Context: an optimization exercise on an open-source flow, tuned for a short achievable clock period and few clock cycles. The choices shown serve that exercise and are no tape-out recipe.
RTL that was checked went through simulation tests only; none was proved equivalent to the original.
No functional check of the RTL was part of runs 2 and 3.
No activity file was given, so power comes from the tool's default toggle rates.

<file path="flow/run.sh">
#!/bin/bash
# synth_recipe.tcl (not shown) runs the flow's synth.tcl, then flattens the netlist and writes it again
# the make line also repeats each setting of config.mk as NAME=value (left out here)
make -C /OpenROAD-flow-scripts/flow DESIGN_CONFIG=/design/flow/config.mk WORK_HOME=/design/flow/orfs CLKGATE_MAP_FILE= SYNTH_SCRIPT=/design/flow/synth_recipe.tcl finish
</file>
<file path="flow/config.mk">
export PLATFORM = sky130hd
export DESIGN_NAME = ARM
export DESIGN_NICKNAME = ARM
export VERILOG_FILES = /design/flow/design.v
export SDC_FILE = /design/flow/constraint.sdc
export NUM_CORES = 4
export LEC_CHECK = 0
export ABC_CLOCK_PERIOD_IN_PS = 3500
export CAP_MARGIN = 20
export CORE_MARGIN = 2
export CORE_UTILIZATION = 40
export SETUP_SLACK_MARGIN = 5
export SLEW_MARGIN = 20
</file>
<file path="flow/constraint.sdc">
create_clock -name core_clock -period 9.0 [get_ports {CLK}]
set_input_delay 1.8000 -clock core_clock [delete_from_list [all_inputs] [get_ports {CLK}]]
set_output_delay 1.8000 -clock core_clock [all_outputs]
set_load 0.01 [all_outputs]
</file>
<file path="flow/design.v">
`timescale 1ns / 1ps
module ARM(
    input CLK,
    input RESET,
    input [31:0] InstrF,
    input [31:0] ReadData,
    output reg MemWriteM,
    output [31:0] PCF,
    output reg [31:0] ALUResultM,
    output [31:0] WriteData
    );
    localparam NBTB = 8;
    localparam NBW  = 3;
    reg  [31:2] pcF;
    reg         validD;
    reg  [31:0] InstrD;
    reg  [31:2] pcD, pc8D;
    reg         fbD, fbPredD;
    reg  [3:0]  fbCondD;
    reg  [31:2] fbAltD;
    reg  [NBW-1:0] fbIdxD;
    reg  [3:0]  raAD, raBD;
    reg         isDPD, isMemD, isBrD, isStoreD, isLoadD, useAD, useBrD, regWDD, pcAD;
    reg         validE;
    reg  [3:0]  condE;
    reg         branchE, predE;
    reg         regWE, memWE, memtoRegE;
    reg  [1:0]  flagWE;
    reg  [3:0]  wa3E;
    reg  [31:0] srcAE, srcBE, stDataE;
    reg         fwdAE, fwdBE, fwdSE;
    reg         invAE, invBE, cinE, m1E;
    reg         selSumE, selAndE, selEorE, selOrrE, selBicE, selMovE, selMvnE;
    reg         vSubE, vAddE;
    reg  [31:2] tgtE, fallE, pcE;
    reg         fbE, fbPredE;
    reg  [3:0]  fbCondE;
    reg  [31:2] fbAltE;
    reg  [NBW-1:0] fbIdxE;
    reg         regWriteM, memtoRegM;
    reg  [3:0]  wa3M;
    reg  [31:0] WriteDataM;
    reg  [1:0]  flagWM;
    reg         cM, vM;
    reg         fbM, fbPredM;
    reg  [3:0]  fbCondM;
    reg  [31:2] fbAltM;
    reg  [NBW-1:0] fbIdxM;
    reg         flagN, flagZ, flagC, flagV;
    reg  [31:0] rf [0:14];
    reg         btbV   [0:NBTB-1];
    reg  [31:2] btbTag [0:NBTB-1];
    reg  [31:2] btbTgt [0:NBTB-1];
    reg  [3:0]  btbCond[0:NBTB-1];
    reg  [1:0]  btbCtr [0:NBTB-1];
    reg  [NBW-1:0] btbPtr;
    assign PCF = {pcF, 2'b00};
    assign WriteData = WriteDataM;
    function condPass(input [3:0] c, input n, input z, input cf, input v);
        case (c)
            4'b0000: condPass = z;
            4'b0001: condPass = ~z;
            4'b0010: condPass = cf;
            4'b0011: condPass = ~cf;
            4'b0100: condPass = n;
            4'b0101: condPass = ~n;
            4'b0110: condPass = v;
            4'b0111: condPass = ~v;
            4'b1000: condPass = ~z & cf;
            4'b1001: condPass = z | ~cf;
            4'b1010: condPass = ~(n ^ v);
            4'b1011: condPass = n ^ v;
            4'b1100: condPass = ~z & ~(n ^ v);
            4'b1101: condPass = z | (n ^ v);
            4'b1110: condPass = 1'b1;
            default: condPass = 1'b0;
        endcase
    endfunction
    wire [31:0] wdM = memtoRegM ? ReadData : ALUResultM;
    wire        zM  = (ALUResultM == 32'd0);
    wire fN = flagWM[1] ? ALUResultM[31] : flagN;
    wire fZ = flagWM[1] ? zM : flagZ;
    wire fC = flagWM[0] ? cM : flagC;
    wire fV = flagWM[0] ? vM : flagV;
    always @(posedge CLK) begin
        if (RESET) begin
            flagN <= 1'b0; flagZ <= 1'b0; flagC <= 1'b0; flagV <= 1'b0;
        end else begin
            flagN <= fN; flagZ <= fZ; flagC <= fC; flagV <= fV;
        end
        if (regWriteM && wa3M != 4'd15)
            rf[wa3M] <= wdM;
    end
    wire fbPassM = condPass(fbCondM, fN, fZ, fC, fV);
    wire fbMissM = fbM & (fbPassM ^ fbPredM);
    wire condEx = condPass(condE, fN, fZ, fC, fV);
    wire killE  = fbMissM;
    wire fwdA = fwdAE & regWriteM;
    wire fwdB = fwdBE & regWriteM;
    wire [31:0] A = fwdA ? ALUResultM : srcAE;
    wire [31:0] B = fwdB ? ALUResultM : srcBE;
    wire [31:0] a1 = invAE ? ~A : A;
    wire [31:0] b1 = invBE ? ~B : B;
    wire        m1 = m1E & fC;      
    wire [32:0] X = m1 ? {1'b1, ~(a1 ^ b1)} : {1'b0, a1};
    wire [32:0] Y = m1 ? {a1 | b1, 1'b0}    : {1'b0, b1};
    wire [33:0] sum34 = {X, 1'b1} + {Y, cinE};
    wire [32:0] sum = sum34[33:1];
    wire [31:0] resE = ({32{selSumE}} & sum[31:0])
                     | ({32{selAndE}} & (A & B))
                     | ({32{selEorE}} & (A ^ B))
                     | ({32{selOrrE}} & (A | B))
                     | ({32{selBicE}} & (A & ~B))
                     | ({32{selMovE}} & B)
                     | ({32{selMvnE}} & ~B);
    wire vE = (vSubE & (A[31] ^ B[31]) & ~(B[31] ^ sum[31]))
            | (vAddE & ~(A[31] ^ B[31]) & (B[31] ^ sum[31]));
    wire fwdS = fwdSE & regWriteM;
    wire [31:0] stE = fwdS ? wdM : stDataE;
    wire redirE = validE & branchE & (condEx ^ predE) & ~killE;
    wire [31:2] redirPcE = predE ? fallE : tgtE;
    always @(posedge CLK) begin
        if (RESET) begin
            regWriteM <= 1'b0;
            MemWriteM <= 1'b0;
            flagWM    <= 2'b00;
            fbM       <= 1'b0;
        end else begin
            regWriteM <= validE & ~killE & regWE & condEx;
            MemWriteM <= validE & ~killE & memWE & condEx;
            flagWM    <= {2{validE & ~killE & condEx}} & flagWE;
            fbM       <= validE & ~killE & fbE;
        end
        fbPredM    <= fbPredE;
        fbCondM    <= fbCondE;
        fbAltM     <= fbAltE;
        fbIdxM     <= fbIdxE;
        memtoRegM  <= memtoRegE;
        wa3M       <= wa3E;
        ALUResultM <= resE;
        WriteDataM <= stE;
        cM         <= sum[32];
        vM         <= vE;
    end
    wire [3:0] condD  = InstrD[31:28];
    wire       immD   = InstrD[25];
    wire [3:0] aluOpD = InstrD[24:21];
    wire       sD     = InstrD[20];
    wire       upD    = InstrD[23];
    wire [3:0] rdD    = InstrD[15:12];
    wire [4:0] shamtD = InstrD[11:7];
    wire [1:0] shD    = InstrD[6:5];
    wire [31:0] rfA = rf[raAD];
    wire [31:0] rfB = rf[raBD];
    wire byA = regWriteM & (wa3M == raAD);
    wire byB = regWriteM & (wa3M == raBD);
    wire [31:0] rd1D = pcAD ? {pc8D, 2'b00} : (byA ? wdM : rfA);
    wire [31:0] rd2D = byB ? wdM : rfB;
    reg [31:0] shOut;
    always @(*) begin
        case (shD)
            2'b00:   shOut = rd2D << shamtD;
            2'b01:   shOut = rd2D >> shamtD;
            2'b10:   shOut = $signed(rd2D) >>> shamtD;
            default: shOut = (rd2D >> shamtD) | (rd2D << (6'd32 - {1'b0, shamtD}));
        endcase
    end
    wire [31:0] opBD = isDPD ? (immD ? {24'd0, InstrD[7:0]} : shOut) : {20'd0, InstrD[11:0]};
    wire eW = validE & regWE;
    wire depA  = eW & useAD    & (wa3E == raAD);
    wire depB  = eW & useBrD   & (wa3E == raBD);
    wire depS  = eW & isStoreD & (wa3E == raBD);
    wire stallD = validD & ((memtoRegE & (depA | depB)) | (depB & (shamtD != 5'd0)));
    reg invA, invB, cin, m1D, selSum, selAnd, selEor, selOrr, selBic, selMov, selMvn, vSub, vAdd;
    reg [1:0] flagW;
    always @(*) begin
        invA = 0; invB = 0; cin = 0; m1D = 0; vSub = 0; vAdd = 0;
        selSum = 0; selAnd = 0; selEor = 0; selOrr = 0; selBic = 0; selMov = 0; selMvn = 0;
        flagW = 2'b00;
        if (isMemD) begin
            selSum = 1;
            if (!upD) begin invB = 1; cin = 1; vSub = 1; end
        end else if (isDPD) begin
            case (aluOpD)
                4'b0000: begin selAnd = 1; flagW = {sD, 1'b0}; end
                4'b0001: begin selEor = 1; flagW = {sD, 1'b0}; end
                4'b0010: begin selSum = 1; invB = 1; cin = 1; vSub = 1; flagW = {2{sD}}; end
                4'b0011: begin selSum = 1; invA = 1; cin = 1; flagW = {2{sD}}; end
                4'b0100: begin selSum = 1; vAdd = 1; flagW = {2{sD}}; end
                4'b0101: begin selSum = 1; cin = 1; vAdd = 1; flagW = {2{sD}}; end
                4'b0110: begin selSum = 1; invB = 1; m1D = 1; vAdd = 1; flagW = {2{sD}}; end
                4'b0111: begin selSum = 1; invA = 1; m1D = 1; vAdd = 1; flagW = {2{sD}}; end
                4'b1000: begin selAnd = 1; flagW = 2'b10; end
                4'b1001: begin selEor = 1; flagW = 2'b10; end
                4'b1010: begin selSum = 1; invB = 1; cin = 1; vSub = 1; flagW = 2'b11; end
                4'b1011: begin selSum = 1; vAdd = 1; flagW = 2'b11; end
                4'b1100: begin selOrr = 1; flagW = {sD, 1'b0}; end
                4'b1101: begin selMov = 1; flagW = 2'b10; end
                4'b1110: begin selBic = 1; flagW = {sD, 1'b0}; end
                default: begin selMvn = 1; flagW = {sD, 1'b0}; end
            endcase
        end
    end
    wire [31:2] tgtD  = pc8D + {{6{InstrD[23]}}, InstrD[23:0]};
    wire [31:2] fallD = pcD + 30'd1;
    wire predD  = isBrD & ((condD == 4'b1110) | InstrD[23]);
    wire redirD = validD & predD;
    wire learnD = validD & isBrD & validE & ~branchE & ~fbE & (fallE == pcD);
    always @(posedge CLK) begin
        if (RESET || killE || redirE || stallD || !validD) begin
            validE  <= 1'b0;
            regWE   <= 1'b0;
            memWE   <= 1'b0;
            branchE <= 1'b0;
            flagWE  <= 2'b00;
            fbE     <= 1'b0;
        end else begin
            validE  <= 1'b1;
            regWE   <= regWDD;
            memWE   <= isStoreD;
            branchE <= isBrD;
            flagWE  <= flagW;
            fbE     <= fbD;
        end
        fbPredE   <= fbPredD;
        fbCondE   <= fbCondD;
        fbAltE    <= fbAltD;
        fbIdxE    <= fbIdxD;
        condE     <= condD;
        predE     <= predD;
        memtoRegE <= isLoadD;
        wa3E      <= rdD;
        srcAE     <= rd1D;
        srcBE     <= opBD;
        stDataE   <= rd2D;
        fwdAE     <= depA;
        fwdBE     <= depB;
        fwdSE     <= depS;
        invAE <= invA; invBE <= invB; cinE <= cin; m1E <= m1D;
        selSumE <= selSum; selAndE <= selAnd; selEorE <= selEor; selOrrE <= selOrr;
        selBicE <= selBic; selMovE <= selMov; selMvnE <= selMvn;
        vSubE <= vSub; vAddE <= vAdd;
        tgtE  <= tgtD;
        fallE <= fallD;
        pcE   <= pcD;
    end
    reg btbHitF;
    reg [1:0] btbCtrF;
    reg [31:2] btbTgtF;
    reg [3:0] btbCondF;
    reg [NBW-1:0] btbIdxF;
    integer i;
    always @(*) begin
        btbHitF = 1'b0;
        btbCtrF = 2'd0;
        btbTgtF = 30'd0;
        btbCondF = 4'd0;
        btbIdxF = {NBW{1'b0}};
        for (i = 0; i < NBTB; i = i + 1)
            if (btbV[i] && btbTag[i] == pcF) begin
                btbHitF  = 1'b1;
                btbCtrF  = btbCtrF | btbCtr[i];
                btbTgtF  = btbTgtF | btbTgt[i];
                btbCondF = btbCondF | btbCond[i];
                btbIdxF  = btbIdxF | i[NBW-1:0];
            end
    end
    wire btbPredF = btbCtrF[1];
    wire [31:2] pcF1 = pcF + 30'd1;
    wire [31:2] pcF2 = pcF + 30'd2;
    wire [1:0] opF     = InstrF[27:26];
    wire       isDPF   = (opF == 2'b00);
    wire       isMemF  = (opF == 2'b01);
    wire       isStoreF = isMemF & ~InstrF[20];
    wire       isMovMvnF = isDPF & (InstrF[24:21] == 4'b1101 || InstrF[24:21] == 4'b1111);
    always @(posedge CLK) begin
        if (RESET)
            pcF <= 30'd0;
        else if (fbMissM)
            pcF <= fbAltM;
        else if (redirE)
            pcF <= redirPcE;
        else if (stallD)
            pcF <= pcF;
        else if (redirD)
            pcF <= tgtD;
        else if (btbHitF)
            pcF <= btbPredF ? btbTgtF : pcF2;
        else
            pcF <= pcF1;
        if (RESET || fbMissM || redirE || redirD)
            validD <= 1'b0;
        else if (!stallD)
            validD <= 1'b1;
        if (!stallD) begin
            InstrD  <= InstrF;
            pcD     <= pcF;
            pc8D    <= pcF2;
            fbD     <= btbHitF;
            fbPredD <= btbPredF;
            fbCondD <= btbCondF;
            fbAltD  <= btbPredF ? pcF2 : btbTgtF;
            fbIdxD  <= btbIdxF;
            raAD     <= InstrF[19:16];
            raBD     <= isStoreF ? InstrF[15:12] : InstrF[3:0];
            pcAD     <= (InstrF[19:16] == 4'd15);
            isDPD    <= isDPF;
            isMemD   <= isMemF;
            isBrD    <= (opF == 2'b10);
            isStoreD <= isStoreF;
            isLoadD  <= isMemF & InstrF[20];
            useAD    <= (isDPF & ~isMovMvnF) | isMemF;
            useBrD   <= isDPF & ~InstrF[25];
            regWDD   <= (isMemF & InstrF[20]) | (isDPF & ~(InstrF[24:23] == 2'b10));
        end
    end
    always @(posedge CLK) begin
        if (RESET) begin
            for (i = 0; i < NBTB; i = i + 1) btbV[i] <= 1'b0;
            btbPtr <= {NBW{1'b0}};
        end else begin
            if (fbM) begin
                if (fbPassM && btbCtr[fbIdxM] != 2'b11)
                    btbCtr[fbIdxM] <= btbCtr[fbIdxM] + 2'd1;
                else if (!fbPassM && btbCtr[fbIdxM] != 2'b00)
                    btbCtr[fbIdxM] <= btbCtr[fbIdxM] - 2'd1;
            end
            if (learnD) begin
                btbV[btbPtr]    <= 1'b1;
                btbTag[btbPtr]  <= pcE;
                btbTgt[btbPtr]  <= tgtD;
                btbCond[btbPtr] <= condD;
                btbCtr[btbPtr]  <= predD ? 2'b11 : 2'b01;
                btbPtr <= btbPtr + 1'b1;
            end
        end
    end
endmodule
</file>
==> flow_summary.ini, run 1 <==
[outcome]
status = timing/DRC/antenna clean

[worst_setup_path]
worstReg2RegStart = regWriteM
critPathMaxStageDelay_ns = 0.52
worst-path-max-fanout = 8
rr_endpoint = ALUResultM[30]
rr_worst_depth = 18
worstPathRequired_ns = 9.63
crit_type = reg -> reg
cp_common_cell = ha_1
reg2reg_slack_ns = 4.65
end_kind = flip-flop
worstPathArrival_ns = 4.99
crit_chain = buf_12 -> nand2_8 -> mux2i_4 -> xor2_1 -> ha_1 -> mux2i_1 -> ha_1 -> and2_4 -> and4_1 -> a31oi_2 -> a21boi_1 -> or4b_4 -> a21oi_4 -> o31ai_4 -> o41ai_4 -> xnor2_1 -> nand2_1 -> nand4_1
cp_slowest_cell = or4b_4
crit_path_start_kind = flip-flop

[logic_synthesis]
yosys.area_share.simple_pct = 8.20
yosysTopAreaCellShare_pct = 44.5
yosys_warnings = 1
synth_top_family_by_area = multiplexers
synthTopCellsByCount = edfxtp_1 (1141), dfxtp_1 (433), mux2i_1 (408)
synth_compound_area_share_pct = 9.02
synth-adder-area-share_pct = 3.22
synth-seq-cells = 1574
async_flop_share_pct = 0
yosysTopAreaCell = edfxtp_1
muxShareOfSynthArea_pct = 15.1
synth_flop_cell = edfxtp_1
synth_most_common_cell = edfxtp_1
synth_area_per_cell_um2 = 13.0
postSynthCellCount = 5926
yosys-top-cells-area = edfxtp_1 (45%), dfxtp_1 (11%), mux4_2 (7.5%)
synth.distinct_cells = 103
netlist_area_um2 = 76900
synth_edf_count = 1141
seq_area_frac_synth_pct = 55.8
synth-xor-area-share_pct = 5.42

[clocking]
cts_hold_buf = 0
cts_buffers = 166
insertion_delay_ns = 0.86
tritoncts = built
cts.clk_slew.worst_paths_ns = 0.06
cts.sinks = 1574
cts-root-buf = clkbuf_16
htreeDepth = 4
clockBufferDepth = 3

[timing]
skew_ns = 0.0574
period_share_pct = 48.4
hold_viol_final = 0
setup_viol = 0
final_max_slew_viol_count = 0
hold_ws_ns = 0.323
rsz0062_at_grt = true
fin_crit_ns = 4.35
worstMarginPinSlew_ns = 1.18
setup_tns_ns = 0
fin_ws_ns = 4.65
relSlewSlack_pct = 20.8
max_freq_ghz = 0.230

[layout]
drive_gt1_share_pct = 21.3
nNetsFinal = 6521
fin_cells = 8920
area_growth_pct = 19.1
final_cell_area_um2 = 91600

[grt]
grt_overflow = 0
track_usage_pct = 28.9
first_global_vias = 52600
grt_pass1_wl_um = 405000
antenna_found_initial = 29
grt_max_degree = 101

[power_and_ir_drop]
powerDensity_nw_per_um2 = 202
worst_ir_drop_vdd_mv = 0.144
leakage_nw = 33.7

[detailed_routing]
ant_nets = 0
drc = 0
via_per_inst = 6.24
drt_iter0_markers = 7697
post_drt_wl_per_cell_um = 32.8
wirelength_um = 292000
num_vias = 55700
first_pass_iters = 6

[placement]
gp_congestion = 1.02
dpl.hpwl_um = 188000
portBuffers = 160
pre_cts_ws_ns = 3.32
dp.cells = 8369
place_area_um2 = 81400

[floorplan]
die_height_um = 443
die_w_um = 443
io_pins = 163
start_util_pct = 40.4
fp.coreArea_um2 = 191000
dieArea_um2 = 196000
fp-row-count = 160

[hold_path]
holdPathEnd = fbAltE[26]
hold_path_class = reg -> reg
hold_path_depth = 0
hp-start = fbAltD[26]

[run]
cap_violations = 0
layer usage:
| layer | GRT usage, % | up-vias | routed length, um |
|---|---|---|---|
| met1 | 39.3 | 28400 | 115000 |
| met2 | 43.6 | 3362 | 129000 |
| met5 | 0 | - | 69 |
| met3 | 6.14 | 644 | 31300 |
| met4 | 14.7 | 10 | 16900 |
| li1 | - | 23300 | - |
worst max-delay path: cells and delay by family, from the launching register on:
kind	cells	cell delay, ns
simple gates	6	1.35
fa+ha+maj	2	0.55
mux	2	0.42
xor+xnor	2	0.36
compound gates	5	0.96
buf+inv	1	0.14
flops	1	0.37
where the power goes:
part	internal [mW]	total [mW]	leakage (nW)	switching, mW
Combinational	1.16	3.10	16.7	1.94
Sequential	8.12	8.38	14.3	0.260
Clock	4.00	7.06	2.74	3.06
flip-flops by register name, summed over array words and instances (netlist names), 32 cells and up, named ones only:
name and count:
ALUResultM 32, WriteDataM 32, btbCond 32, btbTag 240, btbTgt 240, rf 480
srcAE 32, srcBE 32, stDataE 32
worst max-delay path by stage:
stage	start	end	slack [ns]	cells after the start
after global routing	regWriteM	vM	4.55	19
final	regWriteM	ALUResultM[30]	4.65	18
after CTS	RESET	btbCtr[5][0]	4.74	6
after floorplan	regWriteM	ALUResultM[21]	5.01	19
after detailed placement	ReadData[3]	srcBE[1]	3.32	11
after global placement	ReadData[3]	srcBE[1]	3.32	11
kinds of logic (layout without fill, tap and decap cells):
| logic type | Yosys count | in the layout |
|---|---|---|
| buffers and inverters | 549 | 1011 |
| multiplexers | 807 | 807 |
| AND/OR/NAND/NOR | 1305 | 1316 |
| XOR/XNOR | 476 | 476 |
| AO/OA/AOI/OAI | 1017 | 1017 |
| adder cells (fa/ha/maj) | 197 | 197 |
| flip-flops | 1574 | 1574 |
| other | 1 | 11 |
stage by stage:
step / power (mW) / util [%]
2_1_floorplan: 9.96 / -
3_3_place_gp: 11.1 / 42.7
3_5_place_dp: 11.2 / 42.7
4_1_cts: 18.4 / 47.4
5_1_grt: 19.0 / 48.0
6_report: 18.5 / 48.0
cells in the final DEF (no fill, tap or decap), drive strengths merged, types with 37 or more instances in the layout:
cell type         n
a211oi           44
clkinv           55
edfxtp         1141
inv             175
mux4            266
mux2i           418
or3              39
a222oi           38
a22oi           109
nor2            291
nor4             64
o21ai           188
nand4            88
dfxtp           433
nand2           411
clkdlybuf4s50   156
o211ai           73
and3             37
a31oi            58
nor3             56
mux2            123
nand2b          103
nand3           121
buf             356
a21o             40
xor2            246
clkbuf          234
o22ai            38
xnor2           230
a21oi           200
ha              195
final cells by class:
class	count	area, um2
Tap cell	2511	3140
Timing Repair Buffer	520	5000
Multi-Input combinational cell	3815	34000
Antenna cell	9	22.5
Fill cell	16600	99000
Inverter	173	696
Clock buffer	231	4620
Sequential cell	1574	43000
Timing Repair inverter	8	51.3
Clock inverter	79	1000
timing repair:
item                                    in CTS  in global routing
cloned                                      21                  3
buffers inserted                           140                 68
gates resized for setup                    361                140
endpoints found under the hold margin        0                  0
endpoints found under the setup margin     624                278
pin swaps                                   50                 35
Testbench counts, summed over its fixed seeds: cycles 79,922.
==> inputs of run 2 (changes only) <==
--- a/flow/design.v
+++ b/flow/design.v
@@ -14,7 +14,8 @@
     reg  [31:2] pcF;
     reg         validD;
     reg  [31:0] InstrD;
-    reg  [31:2] pcD, pc8D;
+    reg  [31:2] pcD, pc4D, pc8D, tgtD;
+    reg         seqD;
     reg         fbD, fbPredD;
     reg  [3:0]  fbCondD;
     reg  [31:2] fbAltD;
@@ -95,17 +96,34 @@
     wire fbMissM = fbM & (fbPassM ^ fbPredM);
     wire condEx = condPass(condE, fN, fZ, fC, fV);
     wire killE  = fbMissM;
-    wire fwdA = fwdAE & regWriteM;
-    wire fwdB = fwdBE & regWriteM;
-    wire [31:0] A = fwdA ? ALUResultM : srcAE;
-    wire [31:0] B = fwdB ? ALUResultM : srcBE;
+    wire [31:0] A = fwdAE ? ALUResultM : srcAE;
+    wire [31:0] B = fwdBE ? ALUResultM : srcBE;
     wire [31:0] a1 = invAE ? ~A : A;
     wire [31:0] b1 = invBE ? ~B : B;
-    wire        m1 = m1E & fC;      
-    wire [32:0] X = m1 ? {1'b1, ~(a1 ^ b1)} : {1'b0, a1};
-    wire [32:0] Y = m1 ? {a1 | b1, 1'b0}    : {1'b0, b1};
-    wire [33:0] sum34 = {X, 1'b1} + {Y, cinE};
-    wire [32:0] sum = sum34[33:1];
+    wire        m1 = m1E & fC;
+    wire [32:0] xm = {1'b1, ~(a1 ^ b1)};
+    wire [32:0] ym = {a1 | b1, 1'b0};
+    wire [32:0] pg = m1 ? (xm ^ ym) : {1'b0, a1 ^ b1};
+    wire [32:0] gg = m1 ? (xm & ym) : {1'b0, a1 & b1};
+    wire [33:0] kp [0:6];
+    wire [33:0] kg [0:6];
+    assign kp[0] = {pg, 1'b0};
+    assign kg[0] = {gg, cinE & ~m1};
+    genvar gl, gb;
+    generate
+        for (gl = 0; gl < 6; gl = gl + 1) begin : ks
+            for (gb = 0; gb < 34; gb = gb + 1) begin : bit_
+                if (gb >= (1 << gl)) begin : op
+                    assign kg[gl+1][gb] = kg[gl][gb] | (kp[gl][gb] & kg[gl][gb - (1 << gl)]);
+                    assign kp[gl+1][gb] = kp[gl][gb] & kp[gl][gb - (1 << gl)];
+                end else begin : pass
+                    assign kg[gl+1][gb] = kg[gl][gb];
+                    assign kp[gl+1][gb] = kp[gl][gb];
+                end
+            end
+        end
+    endgenerate
+    wire [32:0] sum = pg ^ kg[6][32:0];
     wire [31:0] resE = ({32{selSumE}} & sum[31:0])
                      | ({32{selAndE}} & (A & B))
                      | ({32{selEorE}} & (A ^ B))
@@ -115,8 +133,7 @@
                      | ({32{selMvnE}} & ~B);
     wire vE = (vSubE & (A[31] ^ B[31]) & ~(B[31] ^ sum[31]))
             | (vAddE & ~(A[31] ^ B[31]) & (B[31] ^ sum[31]));
-    wire fwdS = fwdSE & regWriteM;
-    wire [31:0] stE = fwdS ? wdM : stDataE;
+    wire [31:0] stE = fwdSE ? wdM : stDataE;
     wire redirE = validE & branchE & (condEx ^ predE) & ~killE;
     wire [31:2] redirPcE = predE ? fallE : tgtE;
     always @(posedge CLK) begin
@@ -154,23 +171,28 @@
     wire [31:0] rfB = rf[raBD];
     wire byA = regWriteM & (wa3M == raAD);
     wire byB = regWriteM & (wa3M == raBD);
+    wire byBL = byB & memtoRegM;
     wire [31:0] rd1D = pcAD ? {pc8D, 2'b00} : (byA ? wdM : rfA);
     wire [31:0] rd2D = byB ? wdM : rfB;
+    wire [31:0] rd2S = (byB & ~memtoRegM) ? ALUResultM : rfB;
     reg [31:0] shOut;
     always @(*) begin
         case (shD)
-            2'b00:   shOut = rd2D << shamtD;
-            2'b01:   shOut = rd2D >> shamtD;
-            2'b10:   shOut = $signed(rd2D) >>> shamtD;
-            default: shOut = (rd2D >> shamtD) | (rd2D << (6'd32 - {1'b0, shamtD}));
+            2'b00:   shOut = rd2S << shamtD;
+            2'b01:   shOut = rd2S >> shamtD;
+            2'b10:   shOut = $signed(rd2S) >>> shamtD;
+            default: shOut = (rd2S >> shamtD) | (rd2S << (6'd32 - {1'b0, shamtD}));
         endcase
     end
-    wire [31:0] opBD = isDPD ? (immD ? {24'd0, InstrD[7:0]} : shOut) : {20'd0, InstrD[11:0]};
+    wire [31:0] opBD = isDPD ? (immD ? {24'd0, InstrD[7:0]} : (byBL ? ReadData : shOut))
+                             : {20'd0, InstrD[11:0]};
     wire eW = validE & regWE;
     wire depA  = eW & useAD    & (wa3E == raAD);
     wire depB  = eW & useBrD   & (wa3E == raBD);
     wire depS  = eW & isStoreD & (wa3E == raBD);
-    wire stallD = validD & ((memtoRegE & (depA | depB)) | (depB & (shamtD != 5'd0)));
+    wire stallD = validD & ((memtoRegE & (depA | depB)) |
+                            ((depB | (useBrD & byBL)) & (shamtD != 5'd0)));
+    wire eWill = validE & ~killE & regWE & condEx;
     reg invA, invB, cin, m1D, selSum, selAnd, selEor, selOrr, selBic, selMov, selMvn, vSub, vAdd;
     reg [1:0] flagW;
     always @(*) begin
@@ -201,11 +223,10 @@
             endcase
         end
     end
-    wire [31:2] tgtD  = pc8D + {{6{InstrD[23]}}, InstrD[23:0]};
-    wire [31:2] fallD = pcD + 30'd1;
+    wire [31:2] fallD = pc4D;
     wire predD  = isBrD & ((condD == 4'b1110) | InstrD[23]);
     wire redirD = validD & predD;
-    wire learnD = validD & isBrD & validE & ~branchE & ~fbE & (fallE == pcD);
+    wire learnD = validD & isBrD & validE & ~branchE & ~fbE & seqD;
     always @(posedge CLK) begin
         if (RESET || killE || redirE || stallD || !validD) begin
             validE  <= 1'b0;
@@ -233,9 +254,9 @@
         srcAE     <= rd1D;
         srcBE     <= opBD;
         stDataE   <= rd2D;
-        fwdAE     <= depA;
-        fwdBE     <= depB;
-        fwdSE     <= depS;
+        fwdAE     <= depA & eWill;
+        fwdBE     <= depB & eWill;
+        fwdSE     <= depS & eWill;
         invAE <= invA; invBE <= invB; cinE <= cin; m1E <= m1D;
         selSumE <= selSum; selAndE <= selAnd; selEorE <= selEor; selOrrE <= selOrr;
         selBicE <= selBic; selMovE <= selMov; selMvnE <= selMvn;
@@ -295,7 +316,10 @@
         if (!stallD) begin
             InstrD  <= InstrF;
             pcD     <= pcF;
+            pc4D    <= pcF1;
             pc8D    <= pcF2;
+            tgtD    <= pcF2 + {{6{InstrF[23]}}, InstrF[23:0]};
+            seqD    <= (pcF == pc4D);
             fbD     <= btbHitF;
             fbPredD <= btbPredF;
             fbCondD <= btbCondF;
==> run 2 against run 1 <==
Still clean on timing, DRC and antenna. Clock skew up 0.024 ns. Maximum frequency is 1.2% higher. Non-clock buffer count rose by 52. Register-to-register slack gained 0.05 ns. Clock power grew 7.2%. Critical path depth is 1 higher. Die area up 4.3%. Flip-flop and latch count grew 61. Combinational power is 7.7% higher. Worst setup slack improved by 0.050 ns. Highest routed layer unchanged.
==> flow_summary.ini, run 2 <==
[worst_setup_path]
worstPathRequired_ns = 9.73
critPathTopFamily = compound AO/OA/AOI/OAI gates
cp_slowest_cell = a2111o_1
crit_chain = buf_12 -> buf_16 -> mux2i_4 -> xnor2_2 -> ha_1 -> inv_1 -> ha_4 -> a211o_1 -> a21oi_2 -> o211ai_1 -> o22ai_2 -> a211o_1 -> a2111o_1 -> a31oi_1 -> xor2_1 -> mux2i_1 -> buf_4 -> xnor2_2 -> mux2i_1
path_buf_inv = 4
crit_type = reg -> reg
critPathMaxStageDelay_ns = 0.45
worstReg2RegStart = fwdAE
worst-path-max-fanout = 4
crit_path_start_kind = flip-flop
end_kind = flip-flop
worstPathArrival_ns = 5.03
startpoint = fwdAE

[layout]
area_growth_pct = 21.1
final_cell_mix = edfxtp_1 (1202), nand2_1 (372), dfxtp_1 (363)
top_regs = rf x480, btbTag x240, btbTgt x240
final_common_cell = edfxtp_1
final_util_pct = 48.7
drive_gt1_share_pct = 22.2
nNetsFinal = 6951
largest_reg_flops = 480
top_register = rf

[hold_path]
hp-start = fbAltE[22]
hold_path_class = reg -> reg

[timing]
rsz0062_at_grt = true
final_max_slew_viol_count = 0
hold_viol_final = 0
setup_tns_ns = 0
relSlewSlack_pct = 15.8
setup_viol = 0
hold_ws_ns = 0.317
max_freq_ghz = 0.232
skew_ns = 0.0817
worstMarginPinSlew_ns = 1.25
fin_crit_ns = 4.30
period_share_pct = 47.8

[grt]
first_global_vias = 55100
grt_pass1_wl_um = 424000
antenna_found_initial = 21
grt_overflow = 0
track_usage_pct = 29.1
grt_max_degree = 102

[outcome]
status = timing/DRC/antenna clean

[power_and_ir_drop]
powerDensity_nw_per_um2 = 204
switching_power_mw = 5.71
pwr-share-seq_pct = 45.0
internal-power_mw = 14.1
worst_ir_drop_vdd_mv = 0.200
pwr-share-comb_pct = 16.8
leakage_nw = 34.8
power_frac_clock_pct = 38.2
p_sw_share_pct = 28.8

[floorplan]
dieArea_um2 = 204000
die_height_um = 452
start_util_pct = 40.2
fp.coreArea_um2 = 200000
fp-row-count = 164
die_w_um = 452
io_pins = 163

[clocking]
cts.clk_slew.worst_paths_ns = 0.06
cts_buffers = 174
cts-root-buf = clkbuf_16
htreeDepth = 4
cts.sinks = 1635
insertion_delay_ns = 0.87
clockBufferDepth = 3
tritoncts = built
cts_hold_buf = 0

[logic_synthesis]
seq_area_frac_synth_pct = 55.8
yosys_warnings = 1
yosysTopAreaCellShare_pct = 45.0
yosys-top-cells-area = edfxtp_1 (45%), dfxtp_1 (11%), mux4_2 (7.1%)
synth_area_per_cell_um2 = 12.7
synth_edf_count = 1202
synthTopCellsByCount = edfxtp_1 (1202), dfxtp_1 (433), mux2i_1 (428)
netlist_area_um2 = 80300
synth_most_common_cell = edfxtp_1
postSynthCellCount = 6319
async_flop_share_pct = 0
synth_flop_cell = edfxtp_1
yosysTopAreaCell = edfxtp_1
synth-seq-cells = 1635
synth.distinct_cells = 99

[detailed_routing]
post_drt_wl_per_cell_um = 32.5
via_per_inst = 6.16
num_vias = 58400
drc = 0
first_pass_iters = 7
wirelength_um = 308000
drt_iter0_markers = 8112
ant_nets = 0

[placement]
dpl.hpwl_um = 200000
gp_congestion = 1.00
portBuffers = 160

[run]
cap_violations = 0
==> run 2: through the flow <==
| step | cell area, um2 | total power, mW | worst slack (ns) | instances |
|---|---|---|---|---|
| 4_1_cts | 94700 | 19.6 | 4.66 | 9347 |
| 6_report | 97200 | 19.8 | 4.70 | 9476 |
| 5_1_grt | 97200 | 20.4 | 4.58 | 9469 |
| 3_5_place_dp | 85200 | 11.8 | 3.49 | 8893 |
| 2_1_floorplan | 80500 | 10.5 | 4.81 | 6320 |
| 3_3_place_gp | 85100 | 11.8 | 3.48 | 8892 |
==> run 2: repair_timing <==
| action | 4_1_cts | 5_1_grt |
|---|---|---|
| pin swaps | 48 | 85 |
| cloned | 17 | 8 |
| hold endpoints to repair | 0 | 0 |
| resized for setup | 443 | 280 |
| endpoints found under the setup margin | 425 | 88 |
| buffers inserted | 109 | 110 |
==> run 2: power by group through the flow <==
stage                     logic, mW  clock network, mW  registers (mW)
after detailed placement       2.80                  0            9.04
after CTS                      3.03               7.64            8.91
after floorplan                1.72                  0            8.79
after global routing           3.51               7.93            8.93
final                          3.34               7.57            8.93
after global placement         2.79                  0            9.04
==> run 2: metal layers <==
layer / track usage, % / share of wire (%) / up-vias / wire length (um)
met3: 6.03 / 10 / 613 / 31800
met5: 0 / 0.042 / - / 130
met4: 13.6 / 5.4 / 20 / 16600
met2: 43.8 / 44 / 3357 / 136000
li1: - / - / 24700 / -
met1: 40.2 / 40 / 29700 / 124000
==> run 2: logic make-up after synthesis <==
logic type	count (synthesis)	share of synthesized area [%]
other	1	0.00467
buffers and inverters	681	3.51
muxes	753	13.7
AOI/OAI and AO/OA	1151	9.55
DFF	1635	55.8
xor gates and xnor gates	481	5.25
adders and majority gates	228	3.56
and+or+nand+nor	1389	8.71
==> run 2: final cells by class <==
type / count / area, um2
fillers: 17300 / 102000
flip-flops and latches: 1635 / 44900
multi-input cells: 4005 / 35700
repair buffers: 572 / 6090
clock buffers: 227 / 4790
well taps: 2656 / 3320
clock inverters: 101 / 1310
inverters: 266 / 1050
repair inverters: 4 / 35.0
diodes: 10 / 25.0
==> run 2: final timing paths <==
path                                    to  slack (ns)  cells after the start
worst max-delay path                    vM        4.70                     19
worst min-delay path            fbAltM[22]        0.32                      0
worst min register to register  fbAltM[22]        0.32                      0
worst max register to register          vM        4.70                     19
==> inputs of run 3 (changes only) <==
--- a/flow/config.mk
+++ b/flow/config.mk
@@ -5,7 +5,7 @@
 export SDC_FILE = /design/flow/constraint.sdc
 export NUM_CORES = 4
 export LEC_CHECK = 0
-export ABC_CLOCK_PERIOD_IN_PS = 3500
+export ABC_CLOCK_PERIOD_IN_PS = 2500
 export CAP_MARGIN = 20
 export CORE_MARGIN = 2
 export CORE_UTILIZATION = 40
==> run 3 against run 2 <==
Die area did not move. Clock skew unchanged. Clock power is essentially flat. Utilization is the same. Non-clock buffer count stayed put. Flip-flop and latch count stayed put. Via count unchanged. Worst hold slack stayed put. Worst setup slack is the same.
==> flow_summary.ini, run 3 <==
[outcome]
status = timing/DRC/antenna clean

[detailed_routing]
via_per_inst = 6.16
first_pass_iters = 7
drc = 0
wirelength_um = 308000
post_drt_wl_per_cell_um = 32.5
ant_nets = 0
num_vias = 58400
drt_iter0_markers = 8112

[logic_synthesis]
synth-xor-area-share_pct = 5.25
seq_area_frac_synth_pct = 55.8
muxShareOfSynthArea_pct = 13.7
postSynthCellCount = 6319
synth_compound_area_share_pct = 9.55
synth-adder-area-share_pct = 3.56
synth-seq-cells = 1635
async_flop_share_pct = 0
synth_flop_cell = edfxtp_1
yosysTopAreaCellShare_pct = 45.0
yosys.area_share.simple_pct = 8.71
synth_area_per_cell_um2 = 12.7
synthTopCellsByCount = edfxtp_1 (1202), dfxtp_1 (433), mux2i_1 (428)
yosys_warnings = 1
synth_top_family_by_area = multiplexers
synth_edf_count = 1202
synth_most_common_cell = edfxtp_1
netlist_area_um2 = 80300
yosys-top-cells-area = edfxtp_1 (45%), dfxtp_1 (11%), mux4_2 (7.1%)
yosysTopAreaCell = edfxtp_1
synth.distinct_cells = 99

[power_and_ir_drop]
switching_power_mw = 5.71
worst_ir_drop_vdd_mv = 0.200
leakage_nw = 34.8
p_sw_share_pct = 28.8
pwr-share-seq_pct = 45.0
pwr-share-comb_pct = 16.8
powerDensity_nw_per_um2 = 204
power_frac_clock_pct = 38.2
internal-power_mw = 14.1

[timing]
fin_crit_ns = 4.30
rsz0062_at_grt = true
max_freq_ghz = 0.232
fin_ws_ns = 4.70
hold_viol_final = 0
relSlewSlack_pct = 15.8
setup_tns_ns = 0
setup_viol = 0
hold_ws_ns = 0.317
skew_ns = 0.0817
final_max_slew_viol_count = 0
period_share_pct = 47.8
worstMarginPinSlew_ns = 1.25

[worst_setup_path]
worstPathArrival_ns = 5.03
crit_chain = buf_12 -> buf_16 -> mux2i_4 -> xnor2_2 -> ha_1 -> inv_1 -> ha_4 -> a211o_1 -> a21oi_2 -> o211ai_1 -> o22ai_2 -> a211o_1 -> a2111o_1 -> a31oi_1 -> xor2_1 -> mux2i_1 -> buf_4 -> xnor2_2 -> mux2i_1
crit_path_start_kind = flip-flop
reg2reg_slack_ns = 4.70
cp_slowest_cell = a2111o_1
crit_type = reg -> reg
worstPathRequired_ns = 9.73
worst-path-max-fanout = 4
critPathMaxStageDelay_ns = 0.45
end_kind = flip-flop
critPathTopFamily = compound AO/OA/AOI/OAI gates
path_buf_inv = 4

[floorplan]
fp.coreArea_um2 = 200000
die_height_um = 452
io_pins = 163
dieArea_um2 = 204000
fp-row-count = 164
start_util_pct = 40.2
die_w_um = 452

[clocking]
insertion_delay_ns = 0.87
cts-root-buf = clkbuf_16
clockBufferDepth = 3
cts_hold_buf = 0
cts.sinks = 1635
htreeDepth = 4
cts.clk_slew.worst_paths_ns = 0.06
tritoncts = built
cts_buffers = 174

[layout]
nNetsFinal = 6951
area_growth_pct = 21.1
top_regs = rf x480, btbTag x240, btbTgt x240
final_cell_area_um2 = 97200
final_cell_mix = edfxtp_1 (1202), nand2_1 (372), dfxtp_1 (363)
largest_reg_flops = 480
top_register = rf
final_common_cell = edfxtp_1
drive_gt1_share_pct = 22.2

[placement]
gp_congestion = 1.00
portBuffers = 160
pre_cts_ws_ns = 3.49
dpl.hpwl_um = 200000
place_area_um2 = 85200

[grt]
grt_max_degree = 102
grt_pass1_wl_um = 424000
track_usage_pct = 29.1
first_global_vias = 55100
grt_overflow = 0
antenna_found_initial = 21

[hold_path]
hold_path_class = reg -> reg

[run]
cap_violations = 0
==> run 3: logic make-up after synthesis <==
family	count (synthesis)
compound gates	1151
xor+xnor	481
fa+ha+maj	228
buf+inv	681
flops	1635
mux	753
other cells	1
simple gates	1389
==> run 3: final timing paths <==
path / end / from / depth (start not counted)
worst min-delay path: fbAltM[22] / fbAltE[22] / 0
worst max-delay path: vM / fwdAE / 19
worst max register to register: vM / fwdAE / 19
worst min register to register: fbAltM[22] / fbAltE[22] / 0
==> run 3: cell type report <==
cell class,count,area (um2)
timing repair buffer,572,6090
sequential,1635,44900
inverter,266,1050
multi-input combinational,4005,35700
antenna,10,25.0
tap,2656,3320
clock buffer,227,4790
clock inverter,101,1310
fill,17300,102000
timing repair inverter,4,35.0
==> run 3: what timing repair did <==
action,in CTS,in global routing
setup endpoints to repair,425,88
buffers inserted,109,110
cloned,17,8
pin swaps,48,85
resized for setup,443,280
==> run 3: worst reg2reg max path, delay by kind of cell, from the launching register on <==
kind	cells	cell delay [ns]
AO/OA/AOI/OAI	7	1.68
multiplexers	3	0.59
adder cells (fa/ha/maj)	2	0.60
flip-flops	1	0.40
buffers and inverters	4	0.51
XOR/XNOR	3	0.40
==> run 3: power by group through the flow <==
stage	registers (mW)	clock network, mW	logic, mW
final	8.93	7.57	3.34
after global routing	8.93	7.93	3.51
after CTS	8.91	7.64	3.03
after detailed placement	9.04	0	2.80
after global placement	9.04	0	2.79
after floorplan	8.79	0	1.72
==> run 3: metal layers <==
layer | vias up | global-route usage (%) | routed length [um]
met5 | - | 0 | 130
met4 | 20 | 13.6 | 16600
met3 | 613 | 6.03 | 31800
met2 | 3357 | 43.8 | 136000
met1 | 29700 | 40.2 | 124000
li1 | 24700 | - | -
==> run 3: metrics by stage <==
stage / util [%] / instances / total power [mW]
after floorplan: - / 6320 / 10.5
after global placement: 42.6 / 8892 / 11.8
after detailed placement: 42.7 / 8893 / 11.8
after CTS: 47.4 / 9347 / 19.6
after global routing: 48.7 / 9469 / 20.4
final: 48.7 / 9476 / 19.8

-- separate check: timing with driven ports --
Ports are ideal in the flow. The routed layouts listed here were re-timed in OpenROAD.
Step 1: set_driving_cell puts a clkbuf_16 on CLK and a buf_2 on each other input, an assumption about the parent block.
Step 2 times the ports against the registers' clock, not the clock port: input delays grow and output delays shrink by t, the midpoint of the rising clock arrivals with the driver on.
Three values: ideal ports, drivers, drivers and shift; two values: the first two.
run | t (ns) | slack for setup (ns) | worst setup path at the end | worst register clock-pin slew, ns
run 1 | 0.913 | 4.648 / 4.648 / 4.084 | input to register | 0.07 / 0.07
run 2 | 0.918 | 4.698 / 4.698 / 4.080 | input to register | 0.08 / 0.08
run 3 | 0.918 | 4.698 / 4.698 / 4.080 | input to register | 0.08 / 0.08
After both steps every run listed still meets setup and hold.
